Source: an optimization exercise on an open RTL-to-GDS flow (aim: small area). Production flows keep margins and buffers that such runs may drop. Function was checked by simulation only, so behaviour that the tests miss may differ from the original. Power figures rest on the tool's default switching activity, not on a simulated workload.

Design cpu, start of the top module:
module cpu(input clk, reset, interrupt,
           input [7:0] datamem_data, usermem_data_in,
           output [7:0] datamem_address, usermem_address, usermem_data_out,
           output rw);
Settings: LEC_CHECK=0, ABC_AREA=1, CAP_MARGIN=20, CORE_MARGIN=2, CORE_UTILIZATION=40, CTS_BUF_LIST=sky130_fd_sc_hd__clkbuf_4 sky130_fd_sc_hd__clkbuf_8, GPL_TIMING_DRIVEN=0, SLEW_MARGIN=20; clock period 4.2 ns.
standard.sh (not shown) runs the stock make flow with config.mk's settings and CLKGATE_MAP_FILE= SYNTH_SCRIPT=/design/flow/synth_recipe.tcl, a recipe that flattens the netlist after the stock synthesis.
==> flow/flow/run.sh <==
#!/bin/bash
# Own layout flow: the standard flow (standard.sh) with two changes:
#  - synthesis maps the combinational logic with an area-oriented ABC script
#    (flow/area.abc) instead of ORFS's; registers are mapped exactly as in the
#    standard synthesis (dfflibmap runs before ABC), so names and cells match;
#  - port buffers use the smallest buffer cell (every port still gets one).
# Each tool's output stays in orfs/logs/ as ORFS writes it; make's own output
# goes to flow_make.log here.
set -euo pipefail
W=$PWD
F=$W/flow
sed "s|log_cmd abc {\*}\$abc_args|log_cmd abc -script $F/area.abc {*}[lrange \$abc_args 2 end]|" \
    "$FLOW_HOME/scripts/synth.tcl" > "$W/synth_area.tcl"
grep -q "area.abc" "$W/synth_area.tcl"
sed "s|\$::env(SCRIPTS_DIR)/synth.tcl|$W/synth_area.tcl|" "$W/synth_recipe.tcl" > "$W/synth_recipe_area.tcl"
grep -q "synth_area.tcl" "$W/synth_recipe_area.tcl"
sed "s|SYNTH_SCRIPT=[^ ]*|SYNTH_SCRIPT=$W/synth_recipe_area.tcl|; s|CLKGATE_MAP_FILE= |CLKGATE_MAP_FILE= 'BUFFER_PORTS_ARGS=-buffer_cell sky130_fd_sc_hd__buf_1' |" \
    "$W/standard.sh" > "$W/own_standard.sh"
grep -q "synth_recipe_area.tcl" "$W/own_standard.sh"
bash "$W/own_standard.sh" > "$W/flow_make.log" 2>&1
==> flow/flow/area.abc <==
strash; dc2; dch -f; map -D 2800; topo; stime -c; buffer -c; upsize -c; dnsize -c
The starting point completed without violations.
==> next run, changes <==
==> flow/run.sh (new file) <==
#!/bin/bash
# synth_recipe.tcl (not shown) runs the flow's synth.tcl, then flattens the netlist and writes it again
# the make line also repeats each setting of config.mk as NAME=value (left out here)
make -C /OpenROAD-flow-scripts/flow DESIGN_CONFIG=/design/flow/config.mk WORK_HOME=/design/flow/orfs CLKGATE_MAP_FILE= SYNTH_SCRIPT=/design/flow/synth_recipe.tcl finish
removed: flow/flow/run.sh
removed: flow/flow/area.abc
removed: flow/standard.sh
Outcome: The changed run completed without violations; core utilization rose by 2.0 points; routed wire length came out higher by 3.0%; total power grows by 9.6%; synthesized cell count rose by 21%; via count came out higher by 7.5%; die area increases by 6.7%; synthesized area increases by 6.9%; cell area grows by 10%.


cpu, a different RTL version from the one above (not shown whole).
Size: ~630 cells after synthesis, ~88 flip-flops, roughly 44 I/O pins, ~4800 um2 of cells after synthesis.
clock: 4.2 ns
lec_check: 0
abc_area: 1
cap_margin: 20
core_margin: 2
core_utilization: 40
cts_buf_list: sky130_fd_sc_hd__clkbuf_4 sky130_fd_sc_hd__clkbuf_8
gpl_timing_driven: 0
slew_margin: 20
==> flow/flow/run.sh <==
#!/bin/bash
# Own layout flow: the standard flow (standard.sh) with two changes:
#  - synthesis maps the combinational logic with an area-oriented ABC script
#    (flow/area.abc) instead of ORFS's; registers are mapped exactly as in the
#    standard synthesis (dfflibmap runs before ABC), so names and cells match;
#  - port buffers use the smallest buffer cell (every port still gets one).
# Each tool's output stays in orfs/logs/ as ORFS writes it; make's own output
# goes to flow_make.log here.
set -euo pipefail
W=$PWD
F=$W/flow
sed "s|log_cmd abc {\*}\$abc_args|log_cmd abc -script $F/area.abc {*}[lrange \$abc_args 2 end]|" \
    "$FLOW_HOME/scripts/synth.tcl" > "$W/synth_area.tcl"
grep -q "area.abc" "$W/synth_area.tcl"
sed "s|\$::env(SCRIPTS_DIR)/synth.tcl|$W/synth_area.tcl|" "$W/synth_recipe.tcl" > "$W/synth_recipe_area.tcl"
grep -q "synth_area.tcl" "$W/synth_recipe_area.tcl"
sed "s|SYNTH_SCRIPT=[^ ]*|SYNTH_SCRIPT=$W/synth_recipe_area.tcl|; s|CLKGATE_MAP_FILE= |CLKGATE_MAP_FILE= 'BUFFER_PORTS_ARGS=-buffer_cell sky130_fd_sc_hd__buf_1' |" \
    "$W/standard.sh" > "$W/own_standard.sh"
grep -q "synth_recipe_area.tcl" "$W/own_standard.sh"
bash "$W/own_standard.sh" > "$W/flow_make.log" 2>&1
==> flow/flow/area.abc <==
strash; dc2; dch -f; map -D 2400; topo; stime -c; buffer -c; upsize -c; dnsize -c
The starting point passed the timing, design-rule and antenna checks.
Next try:
==> flow/flow/run.sh (replaced) <==
#!/bin/bash
# Own layout flow: the standard flow (standard.sh) with these changes:
#  - synthesis maps the combinational logic with an area-oriented ABC script
#    (flow/area.abc) instead of ORFS's; registers are mapped exactly as in the
#    standard synthesis (dfflibmap runs before ABC), so names and cells match;
#  - port buffers use the smallest buffer cell (every port still gets one);
#  - extra ORFS make variables, one NAME=value per line, from flow/make_vars.txt
#    (if present), e.g. the clock-tree options.
# Each tool's output stays in orfs/logs/ as ORFS writes it; make's own output
# goes to flow_make.log here.
set -euo pipefail
W=$PWD
F=$W/flow
sed "s|log_cmd abc {\*}\$abc_args|log_cmd abc -script $F/area.abc {*}[lrange \$abc_args 2 end]|" \
    "$FLOW_HOME/scripts/synth.tcl" > "$W/synth_area.tcl"
grep -q "area.abc" "$W/synth_area.tcl"
sed "s|\$::env(SCRIPTS_DIR)/synth.tcl|$W/synth_area.tcl|" "$W/synth_recipe.tcl" > "$W/synth_recipe_area.tcl"
grep -q "synth_area.tcl" "$W/synth_recipe_area.tcl"
EXTRA="'BUFFER_PORTS_ARGS=-buffer_cell sky130_fd_sc_hd__buf_1'"
if [[ -f "$F/make_vars.txt" ]]; then
    while IFS= read -r line; do
        [[ -n "$line" ]] && EXTRA="$EXTRA '$line'"
    done < "$F/make_vars.txt"
fi
sed "s|SYNTH_SCRIPT=[^ ]*|SYNTH_SCRIPT=$W/synth_recipe_area.tcl|; s|CLKGATE_MAP_FILE= |CLKGATE_MAP_FILE= $EXTRA |" \
    "$W/standard.sh" > "$W/own_standard.sh"
grep -q "synth_recipe_area.tcl" "$W/own_standard.sh"
bash "$W/own_standard.sh" > "$W/flow_make.log" 2>&1
==> flow/flow/make_vars.txt (new file) <==
CTS_ARGS=-sink_clustering_enable -repair_clock_nets -dont_use_dummy_load -sink_clustering_size 30 -buf_list {sky130_fd_sc_hd__clkbuf_4 sky130_fd_sc_hd__clkbuf_8}
Effect:
- synthesized area does not change
- count of clock-buffer cells in the layout drops by 1
- routed wire length barely changes
- design area falls slightly
- power goes down by roughly a tenth
- sequential share of layout area went up by 0.67 points
- first-iteration DRC count rose by roughly a tenth
- sequential power barely changes
- fmax falls slightly
- clock skew came out higher by 0.0076 ns

separate check: timing with driven ports:
How much do the figures lean on ideal ports? The routed layouts below were timed once more, with nothing changed but the port constraints. Step 1 (the two cells are an assumption about what drives the block):
set clk [get_ports {clk}]
set_driving_cell -lib_cell sky130_fd_sc_hd__clkbuf_16 $clk
set_driving_cell -lib_cell sky130_fd_sc_hd__buf_2 [delete_from_list [all_inputs] $clk]
Step 2 moves the port delays by t, midway between the first and last clock arrival at a register: inputs arrive t later, outputs are due t later. That takes back most of the time a late clock gives input paths. a / b / c = ideal ports / drivers / drivers and shift; a / b = the first two.
| run | shift t [ns] | setup slack, ns | worst hold slack (ns) |
|---|---|---|---|
| the first run of note 1 | 0.407 | 0.156 / 0.172 / -0.236 | 0.466 / 0.466 / 0.466 |
| the second run of note 1 | 0.411 | 0.196 / 0.209 / -0.202 | 0.478 / 0.478 / 0.478 |
| the first run of note 2 | 0.401 | 0.221 / 0.237 / -0.165 | 0.453 / 0.453 / 0.453 |
| the second run of note 2 | 0.389 | 0.185 / 0.201 / -0.188 | 0.453 / 0.453 / 0.453 |
With both steps, setup timing fails in every run listed, where it was met with ideal ports. For the second run of note 1, which loses most, drivers alone change the setup slack by +0.013 ns; drivers and shift together by -0.398 ns.
